This is an optimization exercise on Yosys and OpenROAD, whose aim is small area and a short achievable clock period, not a production implementation.
RTL that was checked went through simulation tests only; none was proved equivalent to the original.

== oak ==
// cordic_stage
module cordic_stage (clk, reset, X_i, Y_i, Z_i, X_O, Y_O, Z_O);
For scale: ~4200 cells after synthesis, about 660 flip-flops, about 98 I/O pins.
clock: 3.65 ns
lec_check: 0
cap_margin: 20
core_margin: 2
core_utilization: 40
setup_slack_margin: 0.5
slew_margin: 20
synth_hierarchical: 1
synth_minimum_keep_size: 0
run.sh (not shown) runs the stock make flow with config.mk's settings and CLKGATE_MAP_FILE= SYNTH_SCRIPT=/design/flow/synth_recipe.tcl, a recipe that flattens the netlist after the stock synthesis.
oak reached the end of the flow, and the finished layout is clean on the timing, DRC and antenna checks.
What pine does differently from oak at the input level:
Settings: swapping 0.5 for 0.8 in SETUP_SLACK_MARGIN.
### Flow results
Diff oak -> pine: flop-to-flop setup slack now sits higher; multi-input combinational cell area now sits higher; design area now sits higher; actual transition at the worst max-transition pin now sits lower.
Between oak and pine, the met2 track utilization from global routing does not differ in any meaningful way.
oak and pine ended up with roughly the same post-CTS clock slew at the launch and capture registers of the worst setup and hold paths.
For birch, these inputs were changed with respect to pine:
Settings: swapping 0.8 for 0.5 in SETUP_SLACK_MARGIN; putting PLACE_DENSITY at 0.75 where nothing was set; swapping 40 for 60 in CORE_UTILIZATION.
[summary]
Between pine and birch, the flow reports detailed-route wire length on metal 1 decreasing by more than 10%.
Comparing pine and birch, the higher wire length of the first global-routing pass is on pine.
Number of non-clock buffers went down by a little under 10% going from pine to birch.
Going from pine to birch, initial antenna violation count shrinks by 5.
No run of this note included a check of the RTL's function; only the layout flow was run.

========
## the reference run
Another version of the RTL of cordic_stage (not shown whole).
Size: about 4,100 cells after synthesis, roughly 98 I/O pins, about 0.040 mm² of cells after synthesis.
Settings: LEC_CHECK=0, CAP_MARGIN=20, CORE_MARGIN=2, CORE_UTILIZATION=40, CTS_CLUSTER_DIAMETER=100, CTS_CLUSTER_SIZE=26, SETUP_SLACK_MARGIN=1.0, SLEW_MARGIN=20, SYNTH_HIERARCHICAL=1, SYNTH_MINIMUM_KEEP_SIZE=0; clock period 3.65 ns.
Input-level comparison between the trial run and the reference run:
- removing CTS_CLUSTER_SIZE (formerly 26)
- removing CTS_CLUSTER_DIAMETER (formerly 100)
Number of nets in the finished design in the trial run is 41 higher than in the reference run. Max worst hold-check slack across the reference run and the trial run: the reference run. STATUS wire length: the trial run loses against the reference run. Sort the reference run and the trial run by global-route usage desc -> top: the trial run. Compared with the reference run, the trial run shows via count higher by 404. The trial run finished every stage and its layout cleared the timing, DRC and antenna checks. Area fraction of clock buffers and clock inverters ends up higher on the trial run.
No run of this note included a check of the RTL's function; only the layout flow was run.

========
Another version of the RTL of cordic_stage (not shown whole).
For scale: roughly 5,000 cells after synthesis, about 98 I/O pins, about 0.044 mm² of cells after synthesis.
clock: 3.65 ns
lec_check: 0
cap_margin: 20
core_margin: 2
core_utilization: 40
setup_slack_margin: 1.2
slew_margin: 20
The first run produced a clean layout.
Next try:
--- a/flow/config.mk
+++ b/flow/config.mk
@@ -6,4 +6,5 @@
 export NUM_CORES = 4
 export LEC_CHECK = 0
+export ABC_CLOCK_PERIOD_IN_PS = 2000
 export CAP_MARGIN = 20
 export CORE_MARGIN = 2
=> Wire length does not change. Clock skew is unchanged. First-iteration DRC count is unchanged. Design area stays the same. Die area stays the same. Worst hold slack does not change.
No functional check of the RTL was part of any run of this note.

========
Setup of build 83:
Another version of the RTL of cordic_stage (not shown whole).
Size: roughly 98 I/O pins, roughly 39000 um2 of cells after synthesis.
make LEC_CHECK=0 CAP_MARGIN=20 CORE_MARGIN=2 CORE_UTILIZATION=40 CTS_CLUSTER_DIAMETER=100 CTS_CLUSTER_SIZE=22 SETUP_SLACK_MARGIN=1.6 SLEW_MARGIN=20 SYNTH_HIERARCHICAL=1 SYNTH_MINIMUM_KEEP_SIZE=0 finish   # period 3.65 ns
Here is what was changed in the inputs of build 38 compared with build 83.
Settings: SYNTH_MINIMUM_KEEP_SIZE removed (was 0); SETUP_SLACK_MARGIN changed from 1.6 to 1.0; SYNTH_HIERARCHICAL removed (was 1).
--- outcome ---
Build 38 went all the way through synthesis, placement and routing and the layout is clean on timing, DRC and antenna. On build 38: post-synthesis instance area is 7.4% lower than what build 83 gave. Between build 83 and build 38, the flow reports area of all placed cells without fillers decreasing by more than 10%.
Input-level comparison between build 37 and build 38:
Settings: ABC_AREA: unset -> 1; SETUP_SLACK_MARGIN: 1.0 -> 1.3; SYNTH_HIERARCHICAL: unset -> 1; SYNTH_MINIMUM_KEEP_SIZE: unset -> 0.
Notes after the runs:
Build 37 completed; timing, DRC and antenna clean
Summary of build 37 over build 38: setup slack went up; post-synthesis average cell area went down.
The most common library cell in the layout ignoring fill and taps comes out xnor2_1 in one run and nand2_1 in the other, namely in build 38 and build 37 respectively.
Delta (build 37 minus build 38): netlist area before placement now sits higher, average wire length per cell after detail routing decreased by 3.4% relative to the old numbers, sequential share of layout area shrank by 5.6 points.
Startpoint of the worst setup timing path = vs[0]: build 38; startpoint of the worst setup timing path = zo[0]: build 37
#### Input delta (build 75 over build 37)
Settings: ABC_AREA: 1 -> unset; SETUP_SLACK_MARGIN: 1.3 -> 1.1.
### Flow results
Looking only at final period demand of the worst path, and setting everything else aside, the lower value of build 75 and build 37 goes to build 37.
Taking build 37 as the reference, in build 75 final core utilization went up by 0.94 points; met3 wirelength from detailed routing went down by about 40%.
reg -> out as the startpoint-to-endpoint class of the critical path was reported by build 37, and reg -> reg by build 75.
Compared with build 37, in build 75 clock edge transition at the registers on the reported setup and hold paths comparable, worst setup slack after layout decreased 0.21 ns, final non-filler cell area saw a decrease.
In build 75, the sequential portion of the cell area came out 4.8 points above the value in build 37.
Taking build 75 as 1.0, build 37 lands at 1.5 on routed wire length.

========
job 1834:
cordic_stage again, from the RTL that the note above started with.
Settings: LEC_CHECK=0, CAP_MARGIN=20, CORE_MARGIN=2, CORE_UTILIZATION=40, CTS_CLUSTER_DIAMETER=100, CTS_CLUSTER_SIZE=22, GPL_ROUTABILITY_DRIVEN=0, SETUP_SLACK_MARGIN=1.2, SLEW_MARGIN=20, SYNTH_HIERARCHICAL=1, SYNTH_MINIMUM_KEEP_SIZE=0; clock period 3.65 ns.
Job 1834 reached the final stage; the timing, DRC and antenna checks on its layout passed.
[inputs] job 9197 vs job 1834
- PLACE_DENSITY: unset -> 0.7
- CORE_UTILIZATION: 40 -> 55
- GPL_ROUTABILITY_DRIVEN: 0 -> unset
==> notes.md <==
- From job 1834 to job 9197 the numbers moved as follows: area overhead of the layout relative to synthesis went down 1.9 points; worst stage delay on the critical path increased 0.05 ns; wire length down 3.1%; insertion delay of the later-clocked pin in the worst-skew pair neither gained nor lost much.
Changes in job 8268 relative to job 9197:
- CTS_CLUSTER_SIZE now 26, was 22
- PLACE_DENSITY no longer set, was 0.7
- CORE_UTILIZATION now 40, was 55
### Flow results
Going from job 9197 to job 8268, design area went up 1.3%, initial core utilization fell 15 points, worst hold slack has remained practically unchanged. A worst setup path endpoint of ws[155] is what job 9197 shows, while vs[94] belongs to job 8268. Diff job 9197 -> job 8268: remaining design rule violation count neither gained nor lost much, area enclosed by the die boundary +0.027 mm^2, number of clock buffers in the layout lost 11%, share of the core filled with cells in the final layout -16 points.
Relative to job 8268, the following input files were edited for job 2194:
- CTS_CLUSTER_SIZE now 22, was 26
### Flow results
- Any difference in final hold slack between job 8268 and job 2194 is small enough to ignore.
- Run comparison: job 8268 top routing layer in use met4; job 2194 top routing layer in use met5
- Between job 8268 and job 2194, the difference in via count is negligible.
Input-level comparison between job 4731 and job 2194:
- SYNTH_MINIMUM_KEEP_SIZE: 0 -> unset
- SYNTH_HIERARCHICAL: 1 -> unset
### Flow results
- Min number of global-route vias before repair across job 2194 and job 4731: job 4731
- Job 2194 ended up with vs[95] as its capture point of the critical path; job 4731 ended up with ws[127].
- Job 2194 was routed with more vias than job 4731.
- Taking job 2194 as the reference point, the ratio of cells with drive above 1 in the final layout of job 4731 rises by 8.7 points.
- Going from job 2194 to job 4731, area of the die fell about 7%; worst setup slack fell 0.24 ns; per-cell via count in the routed design fell about 2%; met2 layer wire length in the routed design fell about 2.5%.
Changes in job 6492 relative to job 4731:
- an added SYNTH_HIERARCHICAL of 1
- an added PLACE_DENSITY of 0.85
- an added SYNTH_MINIMUM_KEEP_SIZE of 0
- a change of CORE_UTILIZATION from 40 to 70
## What came out
Comparing job 4731 and job 6492, synthesized instance count is lower on job 4731. Summary of job 6492 over job 4731: clock skew moved down, die outline width went down about 20%, worst hold slack across all endpoints saw little to no change.

========
## before
Starting RTL as in the previous note.
export LEC_CHECK = 0
export CAP_MARGIN = 20
export CORE_MARGIN = 2
export CORE_UTILIZATION = 40
export CTS_CLUSTER_DIAMETER = 100
export CTS_CLUSTER_SIZE = 22
export SETUP_SLACK_MARGIN = 1.0
export SLEW_MARGIN = 20
export SYNTH_HIERARCHICAL = 1
export SYNTH_MINIMUM_KEEP_SIZE = 0
create_clock -name core_clock -period 3.65 [get_ports {clk}]
No stage failed in before, and the final checks on the layout all came back clean.
Modified inputs, after compared to before
diff --git a/flow/config.mk b/flow/config.mk
--- a/flow/config.mk
+++ b/flow/config.mk
@@ -12,3 +12,3 @@
 export CTS_CLUSTER_SIZE = 22
-export SETUP_SLACK_MARGIN = 1.0
+export SETUP_SLACK_MARGIN = 1.4
 export SLEW_MARGIN = 20
Notes after the runs:
- after finished all stages; the layout is clean.
- [compare] base=before new=after: routed length on met2 climbed about 7%, final routed wirelength across all metal layers climbed about 5%.
- Global-route usage, before and after: smaller value in before
- Relative to before, final worst-path cycle share decreased by 5.2 points in after.
- Number of vias in the routed layout (after over before): increase, 903
- before → after: worst endpoint required time ~0 delta.

========
cordic_stage, a different RTL version from the one above (not shown whole).
Size: ~4,100 cells after synthesis, roughly 98 I/O pins, ~39,000 um2 of cells after synthesis.
clock: 3.65 ns
lec_check: 0
cap_margin: 20
core_margin: 2
core_utilization: 40
cts_cluster_diameter: 120
cts_cluster_size: 30
setup_slack_margin: 1.0
slew_margin: 20
synth_hierarchical: 1
synth_minimum_keep_size: 0
The starting point produced a clean layout.
Next try:
Settings changed: CTS_CLUSTER_DIAMETER 120 to default, CTS_CLUSTER_SIZE 30 to default.
Effect: The changed run completed with no timing, DRC or antenna violations; die area is unchanged; routed wire length went up by 3.1%; clock skew stays flat; area after synthesis stays the same; non-clock buffer count climbs by 2; cell count rose by 2.1%; synthesized cell count is unchanged.
Next try:
Settings changed: CTS_BUF_LIST from default to sky130_fd_sc_hd__clkbuf_8.
Outcome: Hold slack hardly moves; synthesized area is unchanged; via count rises by 0.96%; register-to-register slack is about the same; worst setup slack loses 7.4 ps; final area stays flat; global-route usage barely changes; routed wire length is about the same.
Next try:
Settings changed: CTS_BUF_LIST sky130_fd_sc_hd__clkbuf_8 to default, CTS_CLUSTER_DIAMETER from default to 100, CTS_CLUSTER_SIZE from default to 22.
Area after synthesis does not change.
Next try:
Settings changed: CTS_CLUSTER_DIAMETER 100 to default, CTS_CLUSTER_SIZE 22 to default, SETUP_SLACK_MARGIN 1.0 to 1.2.
Global-route usage went up by 0.65 points. Routed wire length went up by 4.8%. Clock-buffer cell count went up by 75.

========
red:
The RTL this note starts from:
==> flow/design.v <==
`timescale 1ns / 1ps
module cordic_stage (clk, reset, X_i, Y_i, Z_i, X_O, Y_O, Z_O);
  input clk;
  input reset;
  input  signed [15:0] X_i;
  input  signed [15:0] Y_i;
  input  signed [15:0] Z_i;
  output signed [15:0] X_O;
  output signed [15:0] Y_O;
  output signed [15:0] Z_O;
  function [15:0] addc;
    input [15:0] a;
    input [15:0] b;
    input        inv;
    input        cin;
    reg   [15:0] bb, p, g, gg, pp, gn, pn;
    integer i, d;
    begin
      bb = b ^ {16{inv}};
      p  = a ^ bb;
      g  = a & bb;
      gg = {g[15:1], g[0] | (p[0] & cin)};
      pp = p;
      for (d = 1; d < 16; d = d * 2) begin
        gn = gg; pn = pp;
        for (i = d; i < 16; i = i + 1) begin
          gn[i] = gg[i] | (pp[i] & gg[i-d]);
          pn[i] = pp[i] & pp[i-d];
        end
        gg = gn; pp = pn;
      end
      addc = p ^ {gg[14:0], cin};
    end
  endfunction
  function [4:0] lowpart;
    input [2:0] w;
    input [3:0] k;
    reg   [3:0] lo;
    begin
      lo = {1'b0, w} + {1'b0, k[2:0]};
      lowpart = {lo[3] & ~k[3], ~lo[3] & k[3], lo[2:0]};
    end
  endfunction
  function [15:0] addlow;
    input [15:0] w;
    input [4:0]  lp;
    reg          ones, zeros;
    integer i;
    begin
      addlow[2:0] = lp[2:0];
      ones = 1'b1; zeros = 1'b1;
      for (i = 3; i < 16; i = i + 1) begin
        addlow[i] = w[i] ^ (lp[4] & ones) ^ (lp[3] & zeros);
        ones  = ones & w[i];
        zeros = zeros & ~w[i];
      end
    end
  endfunction
  reg [16*15-1:0] ws;
  reg [16*15-1:0] vs;
  reg [14:0] q;
  reg [14:0] n;
  reg signed [13:0] z1;
  reg signed [13:0] z2;
  reg signed [12:0] z3;
  reg signed [11:0] z4;
  reg signed [10:0] z5;
  reg signed [9:0] z6;
  reg signed [8:0] z7;
  reg signed [7:0] z8;
  reg signed [6:0] z9;
  reg signed [5:0] z10;
  reg signed [4:0] z11;
  reg signed [3:0] z12;
  reg signed [2:0] z13;
  reg signed [1:0] z14;
  reg        z15;
  reg        zo;
  reg [15:0] xo, yo;
  wire qi = Z_i[15] ^ Z_i[14];
  always @(posedge clk) begin
    ws[15:0] <= X_i ^ {16{qi}};
    vs[15:0] <= Y_i ^ {16{Z_i[15]}};
    q[0]     <= qi;
    n[0]     <= Z_i[14];
    z1       <= {~Z_i[13], Z_i[12:0]};
  end
  wire [13:0] dn = n[13:0];
  wire [13:0] dnext;
  assign dnext[0] = z1[13];
  assign dnext[1] = z2[13];
  assign dnext[2] = z3[12];
  assign dnext[3] = z4[11];
  assign dnext[4] = z5[10];
  assign dnext[5] = z6[9];
  assign dnext[6] = z7[8];
  assign dnext[7] = z8[7];
  assign dnext[8] = z9[6];
  assign dnext[9] = z10[5];
  assign dnext[10] = z11[4];
  assign dnext[11] = z12[3];
  assign dnext[12] = z13[2];
  assign dnext[13] = z14[1];
  genvar j;
  generate
    for (j = 0; j < 14; j = j + 1) begin : it
      wire signed [15:0] w = ws[16*j +: 16];
      wire signed [15:0] v = vs[16*j +: 16];
      always @(posedge clk) begin
        ws[16*(j+1) +: 16] <= addc(w, v >>> j, 1'b1, ~dn[j] ^ q[j]);
        vs[16*(j+1) +: 16] <= addc(v, w >>> j, 1'b0, q[j]) ^ {16{dn[j] ^ (j < 13 ? dnext[j] : 1'b0)}};
        n[j+1]             <= dnext[j];
        q[j+1]             <= q[j];
      end
    end
  endgenerate
  always @(posedge clk) begin
    z2  <= z1[13]   ? z1  + 14'sd4836 : z1  - 14'sd4836;
    z3  <= z2[13]   ? z2  + 14'sd2555 : z2  - 14'sd2555;
    z4  <= z3[12]   ? z3  + 13'sd1297 : z3  - 13'sd1297;
    z5  <= z4[11]   ? z4  + 12'sd651  : z4  - 12'sd651;
    z6  <= z5[10]   ? z5  + 11'sd326  : z5  - 11'sd326;
    z7  <= z6[9]    ? z6  + 10'sd163  : z6  - 10'sd163;
    z8  <= z7[8]    ? z7  + 9'sd81   : z7  - 9'sd81;
    z9  <= z8[7]    ? z8  + 8'sd41   : z8  - 8'sd41;
    z10 <= z9[6]    ? z9  + 7'sd20   : z9  - 7'sd20;
    z11 <= z10[5]   ? z10 + 6'sd10   : z10 - 6'sd10;
    z12 <= z11[4]   ? z11 + 5'sd5    : z11 - 5'sd5;
    z13 <= z12[3]   ? z12 + 4'sd3    : z12 - 4'sd3;
    z14 <= z13[2]   ? z13 + 3'sd1    : z13 - 3'sd1;
    z15 <= z14[1]   ? z14 + 2'sd1    : z14 - 2'sd1;
    zo  <= z15;
  end
  wire [15:0] w14 = ws[16*14 +: 16];
  wire [15:0] v14 = vs[16*14 +: 16];
  wire        d14 = n[14];            
  wire        d15 = z15;              
  wire        qf  = q[14];
  function signed [3:0] step14;
    input [1:0] t;
    input       inv;
    input       qq;
    begin
      step14 = ({{2{t[1]}}, t} ^ {4{inv}}) + {3'd0, inv ^ qq};
    end
  endfunction
  function signed [3:0] step15;
    input signed [3:0] s14;
    input              sgn;
    input              inv;
    input              qq;
    begin
      step15 = s14 + ({4{sgn}} ^ {4{inv}}) + {3'd0, inv ^ qq} + {3'd0, qq};
    end
  endfunction
  function [1:0] sign14_tab;
    input [6:0] idx;
    reg   [4:0] r;
    integer n;
    begin
      sign14_tab = 2'b00;
      for (n = 0; n < 128; n = n + 1)
        if (idx == n) begin
          r = lowpart(n[6:4], step14(n[3:2], n[1], n[0]));
          sign14_tab = r[4:3];
        end
    end
  endfunction
  function [4:0] last_tab;
    input [7:0] idx;
    input       sgn;
    integer n;
    begin
      last_tab = 5'd0;
      for (n = 0; n < 256; n = n + 1)
        if (idx == n)
          last_tab = lowpart(n[7:5], step15(step14(n[4:3], n[2], n[0]), sgn, n[1], n[0]));
    end
  endfunction
  function signbit;
    input [15:0] w;
    input [1:0]  id;
    begin
      signbit = w[15] ^ (id[1] & (&w[14:3])) ^ (id[0] & ~(|w[14:3]));
    end
  endfunction
  wire        w15s = signbit(w14, sign14_tab({w14[2:0], v14[15:14], ~d14, qf}));
  wire        v15s = signbit(v14, sign14_tab({v14[2:0], w14[15:14], d14, qf}));
  wire [7:0]  ix   = {w14[2:0], v14[15:14], ~d14, ~d15, qf};
  wire [7:0]  iy   = {v14[2:0], w14[15:14], d14, d15, qf};
  wire [4:0]  lx0  = last_tab(ix, 1'b0);
  wire [4:0]  lx1  = last_tab(ix, 1'b1);
  wire [4:0]  ly0  = last_tab(iy, 1'b0);
  wire [4:0]  ly1  = last_tab(iy, 1'b1);
  always @(posedge clk) begin
    xo <= addlow(w14, v15s ? lx1 : lx0);
    yo <= addlow(v14, w15s ? ly1 : ly0);
  end
  assign X_O = xo;
  assign Y_O = yo;
  assign Z_O = {16{zo}};
endmodule
Settings: LEC_CHECK=0, CAP_MARGIN=20, CORE_MARGIN=2, CORE_UTILIZATION=40, SETUP_SLACK_MARGIN=0.6, SLEW_MARGIN=20; clock period 3.65 ns.
Setup changes, red to blue
diff --git a/flow/config.mk b/flow/config.mk
--- a/flow/config.mk
+++ b/flow/config.mk
@@ -10,3 +10,3 @@
 export CORE_UTILIZATION = 40
-export SETUP_SLACK_MARGIN = 0.6
+export SETUP_SLACK_MARGIN = 1.0
 export SLEW_MARGIN = 20
Findings:
The count of antenna diodes in the layout on blue is in line with that on red. In the reports for blue and red, the larger fmax belongs to blue. Compared with red, in blue first-pass GRT wire length picked up an extra 9300 um, share of the core filled with cells picked up an extra 4.0 points, number of placed cells counting well taps picked up an extra 30.
No run of this note included a check of the RTL's function; only the layout flow was run.

static timing again, ports no longer ideal:
How much do the figures lean on ideal ports? The routed layouts below were timed once more, with nothing changed but the port constraints.
Step 1, drivers: a clkbuf_16 drives clk and a buf_2 each remaining input, both assumed.
Step 2 moves the port delays by t, midway between the first and last clock arrival at a register: inputs arrive t later, outputs are due t later. That takes back most of the time a late clock gives input paths.
Slacks: no drivers / after step 1 / after step 2; pairs: no drivers / after step 1.
run	t, ns	setup WS [ns]	worst setup path after step 2
oak	0.688	0.670 / 0.670 / 0.670	register to register
pine	0.704	0.866 / 0.866 / 0.866	register to register
birch	0.663	0.674 / 0.674 / 0.674	register to register
the reference run	0.650	0.945 / 0.945 / 0.945	register to register
the trial run	0.684	1.019 / 1.019 / 1.019	register to register
the first run of note 3	0.704	0.508 / 0.508 / 0.508	register to register
the second run of note 3	0.704	0.508 / 0.508 / 0.508	register to register
build 83	0.659	1.276 / 1.276 / 1.276	register to register
build 38	0.632	1.038 / 1.038 / 1.038	register to register
build 37	0.716	1.373 / 1.300 / 1.366	input to register
build 75	0.645	1.158 / 1.158 / 1.158	register to register
job 1834	0.655	1.266 / 1.266 / 1.266	register to register
job 9197	0.645	1.237 / 1.237 / 1.237	register to register
job 8268	0.704	1.239 / 1.239 / 1.239	register to register
job 2194	0.655	1.266 / 1.266 / 1.266	register to register
job 4731	0.639	1.028 / 1.028 / 1.028	register to register
job 6492	0.631	1.096 / 1.096 / 1.096	register to register
before	0.644	1.082 / 1.082 / 1.082	register to register
after	0.649	1.272 / 1.272 / 1.272	register to register
the first run of note 7	0.680	0.977 / 0.977 / 0.977	register to register
the second run of note 7	0.691	0.974 / 0.974 / 0.974	register to register
the third run of note 7	0.799	0.967 / 0.967 / 0.967	register to register
the fourth run of note 7	0.648	0.961 / 0.961 / 0.961	register to register
the fifth run of note 7	0.684	0.968 / 0.968 / 0.968	register to register
red	0.695	0.614 / 0.614 / 0.614	register to register
blue	0.720	0.681 / 0.681 / 0.681	register to register
After both steps every run listed still meets setup and hold. For build 37, which loses most, drivers alone change the setup slack by -0.073 ns; drivers and shift together by -0.007 ns.
